Background: an optimization exercise with open tools, aiming at small area, a short achievable clock period and few clock cycles. Do not read the settings as production practice. At most, simulation tests tie the RTL to the original design; equivalence was not proved. Power figures rest on the tool's default switching activity, not on a simulated workload.

## the reference run
==> flow/design.v <==
module proc (
   imem_addr, dmem_addr, dmem_wdata, dmem_we, halted,
   clk, rst, imem_data, dmem_rdata
   );
   input clk;
   input rst;
   input [15:0] imem_data;
   input [15:0] dmem_rdata;
   output [15:0] imem_addr;
   output [15:0] dmem_addr;
   output [15:0] dmem_wdata;
   output dmem_we;
   output halted;
   reg [15:0] ir;       
   reg        v;        
   reg        hf;       
   reg [15:0] pcn;      
   reg [15:0] ra;       
   reg [15:0] rb;       
   reg [15:0] rw;       
   reg        sub;      
   reg [3:0]  samt;     
   reg [15:0] r0, r1, r2, r3, r4, r5, r6, r7;
   wire [4:0] op = ir[15:11];
   wire [2:0] rs = ir[10:8];
   wire [2:0] rt = ir[7:5];
   wire [2:0] rd = ir[4:2];
   wire is_halt  = (op == 5'b00000);
   wire is_j     = (op[4:2] == 3'b001);                    
   wire is_link  = (op[4:1] == 4'b0011);                   
   wire is_br    = (op[4:2] == 3'b011);
   wire is_alui  = (op[4:2] == 3'b010);                    
   wire is_shi   = (op[4:2] == 3'b101);                    
   wire is_st    = (op == 5'b10000);
   wire is_ld    = (op == 5'b10001);
   wire is_slbi  = (op == 5'b10010);
   wire is_stu   = (op == 5'b10011);
   wire is_lbi   = (op == 5'b11000);
   wire is_btr   = (op == 5'b11001);
   wire is_shr   = (op == 5'b11010);
   wire is_arr   = (op == 5'b11011);
   wire is_set   = (op[4:2] == 3'b111);
   wire [15:0] p = ra ^ rb;
   wire [15:0] g = ra & rb;
   wire [15:0] g1, p1, g2, p2, g3, p3, g4, p4;
   genvar gi;
   generate for (gi = 0; gi < 16; gi = gi + 1) begin : g_pfx
      if (gi % 2 == 1) begin : l1a
         assign g1[gi] = g[gi] | (p[gi] & g[gi - 1]);
         assign p1[gi] = p[gi] & p[gi - 1];
      end else begin : l1b
         assign g1[gi] = g[gi]; assign p1[gi] = p[gi];
      end
      if (gi % 4 >= 2) begin : l2a
         assign g2[gi] = g1[gi] | (p1[gi] & g1[gi - (gi % 4) + 1]);
         assign p2[gi] = p1[gi] & p1[gi - (gi % 4) + 1];
      end else begin : l2b
         assign g2[gi] = g1[gi]; assign p2[gi] = p1[gi];
      end
      if (gi % 8 >= 4) begin : l3a
         assign g3[gi] = g2[gi] | (p2[gi] & g2[gi - (gi % 8) + 3]);
         assign p3[gi] = p2[gi] & p2[gi - (gi % 8) + 3];
      end else begin : l3b
         assign g3[gi] = g2[gi]; assign p3[gi] = p2[gi];
      end
      if (gi >= 8) begin : l4a
         assign g4[gi] = g3[gi] | (p3[gi] & g3[7]);
      end else begin : l4b
         assign g4[gi] = g3[gi];
      end
   end endgenerate
   wire [15:0] sum = p ^ {g4[14:0], 1'b0};
   wire cout = g4[15];
   wire eq = &p;                                           
   wire le = (ra[15] ^ rb[15]) ? sum[15] : ra[15];         
   reg set_r;
   always @(*) begin
      case (op[1:0])
        2'b00: set_r = eq;
        2'b01: set_r = le & ~eq;
        2'b10: set_r = le;
        default: set_r = cout;
      endcase
   end
   wire [1:0] shop = is_shi ? op[1:0] : ir[1:0];          
   wire [15:0] s1 = samt[0] ? {ra[0], ra[15:1]} : ra;
   wire [15:0] s2 = samt[1] ? {s1[1:0], s1[15:2]} : s1;
   wire [15:0] s3 = samt[2] ? {s2[3:0], s2[15:4]} : s2;
   wire [15:0] s4 = samt[3] ? {s3[7:0], s3[15:8]} : s3;
   wire [15:0] mask_r = 16'hFFFF >> samt;                  
   reg [15:0] mask;
   always @(*) begin
      case (shop)
        2'b01: mask = (samt == 4'd0) ? 16'hFFFF : ~mask_r;   
        2'b11: mask = mask_r;                                
        default: mask = 16'hFFFF;                            
      endcase
   end
   wire [15:0] shift_r = s4 & mask;
   wire [15:0] arev;
   genvar gr;
   generate for (gr = 0; gr < 16; gr = gr + 1) begin : g_rev
      assign arev[gr] = ra[15 - gr];
   end endgenerate
   wire lxor = is_alui ? ~op[0] : ~ir[0];
   wire [15:0] logic_r = lxor ? p : (p & ra);
   wire sel_sum = (is_alui & ~op[1]) | is_stu | (is_arr & ~ir[1]);
   wire sel_log = (is_alui & op[1]) | (is_arr & ir[1]);
   wire sel_sh  = is_shi | is_shr;
   wire [15:0] wdata = ({16{sel_sum}} & (sum ^ {16{sub}}))
                     | ({16{sel_log}} & logic_r)
                     | ({16{sel_sh}}  & shift_r)
                     | {15'h0000, is_set & set_r}
                     | ({16{is_btr}}  & arev)
                     | ({16{is_slbi}} & {ra[7:0], ir[7:0]})
                     | ({16{is_lbi}}  & {{8{ir[7]}}, ir[7:0]})
                     | ({16{is_ld}}   & dmem_rdata)
                     | ({16{is_link}} & pcn);
   wire act = v & ~hf;
   wire wen = act & (is_alui | is_shi | is_ld | is_slbi | is_stu | op[4:3] == 2'b11 | is_link);
   reg [2:0] wsel;
   always @(*) begin
      if (is_link) wsel = 3'd7;
      else if (is_alui | is_shi | is_ld) wsel = rt;
      else if (is_stu | is_slbi | is_lbi) wsel = rs;
      else wsel = rd;
   end
   wire [15:0] wd = rst ? 16'h0000 : wdata;
   wire [7:0] wdec = 8'b1 << wsel;
   wire [7:0] we = {8{rst}} | ({8{wen}} & wdec);
   always @(posedge clk) begin
      if (we[0]) r0 <= wd;
      if (we[1]) r1 <= wd;
      if (we[2]) r2 <= wd;
      if (we[3]) r3 <= wd;
      if (we[4]) r4 <= wd;
      if (we[5]) r5 <= wd;
      if (we[6]) r6 <= wd;
      if (we[7]) r7 <= wd;
   end
   assign dmem_addr  = sum;
   assign dmem_wdata = rw;
   assign dmem_we    = act & (is_st | is_stu);
   wire wz = ~|rw;
   reg bcond;
   always @(*) begin
      case (op[1:0])
        2'b00: bcond = wz;
        2'b01: bcond = ~wz;
        2'b10: bcond = rw[15];
        default: bcond = ~rw[15];
      endcase
   end
   wire take = v & (is_j | (is_br & bcond));
   assign imem_addr = take ? sum : pcn;
   wire [15:0] pcn_next = imem_addr + 16'd2;
   wire [15:0] fi = imem_data;
   wire [4:0] fop = fi[15:11];
   wire f_br  = (fop[4:2] == 3'b011);
   wire f_pc  = f_br | (fop[4:2] == 3'b001 && !fop[0]);    
   wire [2:0] fa = fi[10:8];
   wire [2:0] fb = f_br ? fi[10:8] : fi[7:5];
   wire fwa = wen & (wsel == fa);
   wire fwb = wen & (wsel == fb);
   wire [7:0] fa1 = (8'b1 << fa) & {8{~fwa}};
   wire [7:0] fb1 = (8'b1 << fb) & {8{~fwb}};
   wire [15:0] opa = ({16{fwa}} & wdata) | ({16{fa1[0]}} & r0) | ({16{fa1[1]}} & r1) | ({16{fa1[2]}} & r2) | ({16{fa1[3]}} & r3)
                   | ({16{fa1[4]}} & r4) | ({16{fa1[5]}} & r5) | ({16{fa1[6]}} & r6) | ({16{fa1[7]}} & r7);
   wire [15:0] opb = ({16{fwb}} & wdata) | ({16{fb1[0]}} & r0) | ({16{fb1[1]}} & r1) | ({16{fb1[2]}} & r2) | ({16{fb1[3]}} & r3)
                   | ({16{fb1[4]}} & r4) | ({16{fb1[5]}} & r5) | ({16{fb1[6]}} & r6) | ({16{fb1[7]}} & r7);
   wire f_sub = (fop == 5'b01001) | (fop == 5'b11011 && fi[1:0] == 2'b01)
              | (fop[4:2] == 3'b111 && fop[1:0] != 2'b11);
   reg [15:0] fimm;
   always @(*) begin
      if (fop[4:2] == 3'b001) fimm = fop[0] ? {8'h00, fi[7:0]} : {{5{fi[10]}}, fi[10:0]};
      else if (f_br) fimm = {{8{fi[7]}}, fi[7:0]};
      else fimm = {{11{fi[4]}}, fi[4:0]};
   end
   wire [15:0] fb_val = (fop[4] & fop[3]) ? opb : fimm;
   wire f_shi = (fop[4:2] == 3'b101);
   wire [3:0] f_amt = f_shi ? fi[3:0] : opb[3:0];
   wire f_left = f_shi ? ~fop[1] : ~fi[1];
   always @(posedge clk) begin
      ir  <= fi;
      ra  <= f_pc ? pcn_next : opa;
      rb  <= fb_val ^ {16{f_sub}};
      rw  <= opb;
      sub <= f_sub;
      samt <= f_left ? 4'd0 - f_amt : f_amt;
   end
   always @(posedge clk) begin
      if (rst) begin
         v   <= 1'b0;
         hf  <= 1'b0;
         pcn <= 16'h0000;
      end else begin
         v   <= 1'b1;
         hf  <= hf | (v & is_halt);
         pcn <= pcn_next;
      end
   end
   assign halted = hf | (v & is_halt);
endmodule
clock: 12.0 ns
lec_check: 0
abc_area: 1
cap_margin: 20
core_margin: 2
core_utilization: 40
place_density: 0.6
slew_margin: 20
tns_end_percent: 0
standard.sh (not shown) runs the stock make flow with config.mk's settings and CLKGATE_MAP_FILE= SYNTH_SCRIPT=/design/flow/synth_recipe.tcl, a recipe that flattens the netlist after the stock synthesis.
==> flow/flow/run.sh <==
#!/bin/bash
# The standard layout (the standard.sh: standard synthesis, ORFS floorplan to finish)
# with these changes:
#  - repair_timing aims at a larger setup slack (SETUP_SLACK_MARGIN) at the design's
#    unchanged clock period;
#  - every input and output port still gets its own buffer, a plain buf_2 instead of
#    the delay cell (clkdlybuf4s50_1) that buffer_ports picks by default;
#  - clock tree synthesis as ORFS runs it, without dummy loads.
set -euo pipefail
bash standard.sh SETUP_SLACK_MARGIN=7.5 ADDER_MAP_FILE= \
  "BUFFER_PORTS_ARGS=-buffer_cell sky130_fd_sc_hd__buf_2" \
  "CTS_ARGS=-sink_clustering_enable -repair_clock_nets -dont_use_dummy_load" \
  finish > flow_make.log 2>&1
Relative to the reference run, the following input files were edited for the trial run:
--- a/flow/design.v
+++ b/flow/design.v
@@ -16,13 +16,12 @@
    reg        hf;       
    reg [15:0] pcn;      
    reg [15:0] ra;       
    reg [15:0] rb;       
    reg [15:0] rw;       
    reg        sub;      
-   reg [3:0]  samt;     
    reg [15:0] r0, r1, r2, r3, r4, r5, r6, r7;
    wire [4:0] op = ir[15:11];
    wire [2:0] rs = ir[10:8];
    wire [2:0] rt = ir[7:5];
    wire [2:0] rd = ir[4:2];
    wire is_halt  = (op == 5'b00000);
@@ -80,31 +79,30 @@
         2'b01: set_r = le & ~eq;
         2'b10: set_r = le;
         default: set_r = cout;
       endcase
    end
    wire [1:0] shop = is_shi ? op[1:0] : ir[1:0];          
-   wire [15:0] s1 = samt[0] ? {ra[0], ra[15:1]} : ra;
-   wire [15:0] s2 = samt[1] ? {s1[1:0], s1[15:2]} : s1;
-   wire [15:0] s3 = samt[2] ? {s2[3:0], s2[15:4]} : s2;
-   wire [15:0] s4 = samt[3] ? {s3[7:0], s3[15:8]} : s3;
-   wire [15:0] mask_r = 16'hFFFF >> samt;                  
-   reg [15:0] mask;
-   always @(*) begin
-      case (shop)
-        2'b01: mask = (samt == 4'd0) ? 16'hFFFF : ~mask_r;   
-        2'b11: mask = mask_r;                                
-        default: mask = 16'hFFFF;                            
-      endcase
-   end
-   wire [15:0] shift_r = s4 & mask;
+   wire [3:0] amt  = rb[3:0];
+   wire left = ~shop[1];
    wire [15:0] arev;
-   genvar gr;
-   generate for (gr = 0; gr < 16; gr = gr + 1) begin : g_rev
-      assign arev[gr] = ra[15 - gr];
+   generate for (gi = 0; gi < 16; gi = gi + 1) begin : g_rev
+      assign arev[gi] = ra[15 - gi];
    end endgenerate
+   wire [15:0] sx = left ? arev : ra;
+   wire [15:0] s1 = amt[0] ? {sx[0], sx[15:1]} : sx;
+   wire [15:0] s2 = amt[1] ? {s1[1:0], s1[15:2]} : s1;
+   wire [15:0] s3 = amt[2] ? {s2[3:0], s2[15:4]} : s2;
+   wire [15:0] s4 = amt[3] ? {s3[7:0], s3[15:8]} : s3;
+   wire [15:0] mask = 16'hFFFF >> amt;
+   wire [15:0] sm = shop[0] ? (s4 & mask) : s4;
+   wire [15:0] smrev;
+   generate for (gi = 0; gi < 16; gi = gi + 1) begin : g_rev2
+      assign smrev[gi] = sm[15 - gi];
+   end endgenerate
+   wire [15:0] shift_r = left ? smrev : sm;
    wire lxor = is_alui ? ~op[0] : ~ir[0];
    wire [15:0] logic_r = lxor ? p : (p & ra);
    wire sel_sum = (is_alui & ~op[1]) | is_stu | (is_arr & ~ir[1]);
    wire sel_log = (is_alui & op[1]) | (is_arr & ir[1]);
    wire sel_sh  = is_shi | is_shr;
    wire [15:0] wdata = ({16{sel_sum}} & (sum ^ {16{sub}}))
@@ -157,39 +155,37 @@
    wire [15:0] fi = imem_data;
    wire [4:0] fop = fi[15:11];
    wire f_br  = (fop[4:2] == 3'b011);
    wire f_pc  = f_br | (fop[4:2] == 3'b001 && !fop[0]);    
    wire [2:0] fa = fi[10:8];
    wire [2:0] fb = f_br ? fi[10:8] : fi[7:5];
+   wire [7:0] fa1 = 8'b1 << fa;
+   wire [7:0] fb1 = 8'b1 << fb;
+   wire [15:0] rda = ({16{fa1[0]}} & r0) | ({16{fa1[1]}} & r1) | ({16{fa1[2]}} & r2) | ({16{fa1[3]}} & r3)
+                   | ({16{fa1[4]}} & r4) | ({16{fa1[5]}} & r5) | ({16{fa1[6]}} & r6) | ({16{fa1[7]}} & r7);
+   wire [15:0] rdb = ({16{fb1[0]}} & r0) | ({16{fb1[1]}} & r1) | ({16{fb1[2]}} & r2) | ({16{fb1[3]}} & r3)
+                   | ({16{fb1[4]}} & r4) | ({16{fb1[5]}} & r5) | ({16{fb1[6]}} & r6) | ({16{fb1[7]}} & r7);
    wire fwa = wen & (wsel == fa);
    wire fwb = wen & (wsel == fb);
-   wire [7:0] fa1 = (8'b1 << fa) & {8{~fwa}};
-   wire [7:0] fb1 = (8'b1 << fb) & {8{~fwb}};
-   wire [15:0] opa = ({16{fwa}} & wdata) | ({16{fa1[0]}} & r0) | ({16{fa1[1]}} & r1) | ({16{fa1[2]}} & r2) | ({16{fa1[3]}} & r3)
-                   | ({16{fa1[4]}} & r4) | ({16{fa1[5]}} & r5) | ({16{fa1[6]}} & r6) | ({16{fa1[7]}} & r7);
-   wire [15:0] opb = ({16{fwb}} & wdata) | ({16{fb1[0]}} & r0) | ({16{fb1[1]}} & r1) | ({16{fb1[2]}} & r2) | ({16{fb1[3]}} & r3)
-                   | ({16{fb1[4]}} & r4) | ({16{fb1[5]}} & r5) | ({16{fb1[6]}} & r6) | ({16{fb1[7]}} & r7);
+   wire [15:0] opa = fwa ? wdata : rda;
+   wire [15:0] opb = fwb ? wdata : rdb;
    wire f_sub = (fop == 5'b01001) | (fop == 5'b11011 && fi[1:0] == 2'b01)
               | (fop[4:2] == 3'b111 && fop[1:0] != 2'b11);
    reg [15:0] fimm;
    always @(*) begin
       if (fop[4:2] == 3'b001) fimm = fop[0] ? {8'h00, fi[7:0]} : {{5{fi[10]}}, fi[10:0]};
       else if (f_br) fimm = {{8{fi[7]}}, fi[7:0]};
       else fimm = {{11{fi[4]}}, fi[4:0]};
    end
    wire [15:0] fb_val = (fop[4] & fop[3]) ? opb : fimm;
-   wire f_shi = (fop[4:2] == 3'b101);
-   wire [3:0] f_amt = f_shi ? fi[3:0] : opb[3:0];
-   wire f_left = f_shi ? ~fop[1] : ~fi[1];
    always @(posedge clk) begin
       ir  <= fi;
       ra  <= f_pc ? pcn_next : opa;
       rb  <= fb_val ^ {16{f_sub}};
       rw  <= opb;
       sub <= f_sub;
-      samt <= f_left ? 4'd0 - f_amt : f_amt;
    end
    always @(posedge clk) begin
       if (rst) begin
          v   <= 1'b0;
          hf  <= 1'b0;
          pcn <= 16'h0000;
--- outcome ---
Total power (lower): the trial run
Initial core utilization of the reference run is on par with the trial run.
Compared with the reference run, in the trial run final critical-path setup slack moved up, shortest period the worst path allows moved down, routability congestion estimate from global placement moved down, wire length of the first global-routing pass moved up.
Any difference in global-route usage between the trial run and the reference run is small enough to ignore.
Summary — share of the clock period used by the worst path, the trial run relative to the reference run: lower, by 1.6 points.
Compared the trial run vs the reference run, and synthesized cell count is down in the trial run.
The trial run vs the reference run — non-clock buffer count climbed by more than 10%
Relative to the reference run, the net count of the finished layout of the trial run is lower by 2.9%.
The clock skew after layout reported for the trial run is greater than that of the reference run by 0.0064 ns.
Higher number of flip-flops and latches was reported by the reference run, not the trial run.
Compared with the reference run, the trial run degrades aggregate routed wire length.
Testbench counts of the trial run, summed over its fixed seeds: cycles 36,069.
Function not checked in the reference run: the RTL went through the layout flow alone.

[what the ideal ports hide]
In the flow no input, the clock included, has a driving cell. The finished layouts below were timed again as built, in two steps.
Step 1 assumes that a clkbuf_16 drives the clock port and a buf_2 every other input.
Step 2 moves the port delays by t, midway between the first and last clock arrival at a register: inputs arrive t later, outputs are due t later. That takes back most of the time a late clock gives input paths.
Slacks: ideal / step 1 / step 2; pairs: ideal / step 1.
| run | t, ns | setup WS [ns] | clock arrival spread, ns | worst data-port slew with drivers (ns) |
|---|---|---|---|---|
| the reference run | 0.565 | 7.047 / 6.996 / 6.768 | 0.038 / 0.038 | 0.04 |
| the trial run | 0.570 | 7.240 / 7.189 / 6.772 | 0.043 / 0.043 | 0.05 |
After both steps every run listed still meets setup and hold. The setup slack of the trial run, which loses most, moves by -0.051 ns with the drivers and by -0.468 ns with both steps.
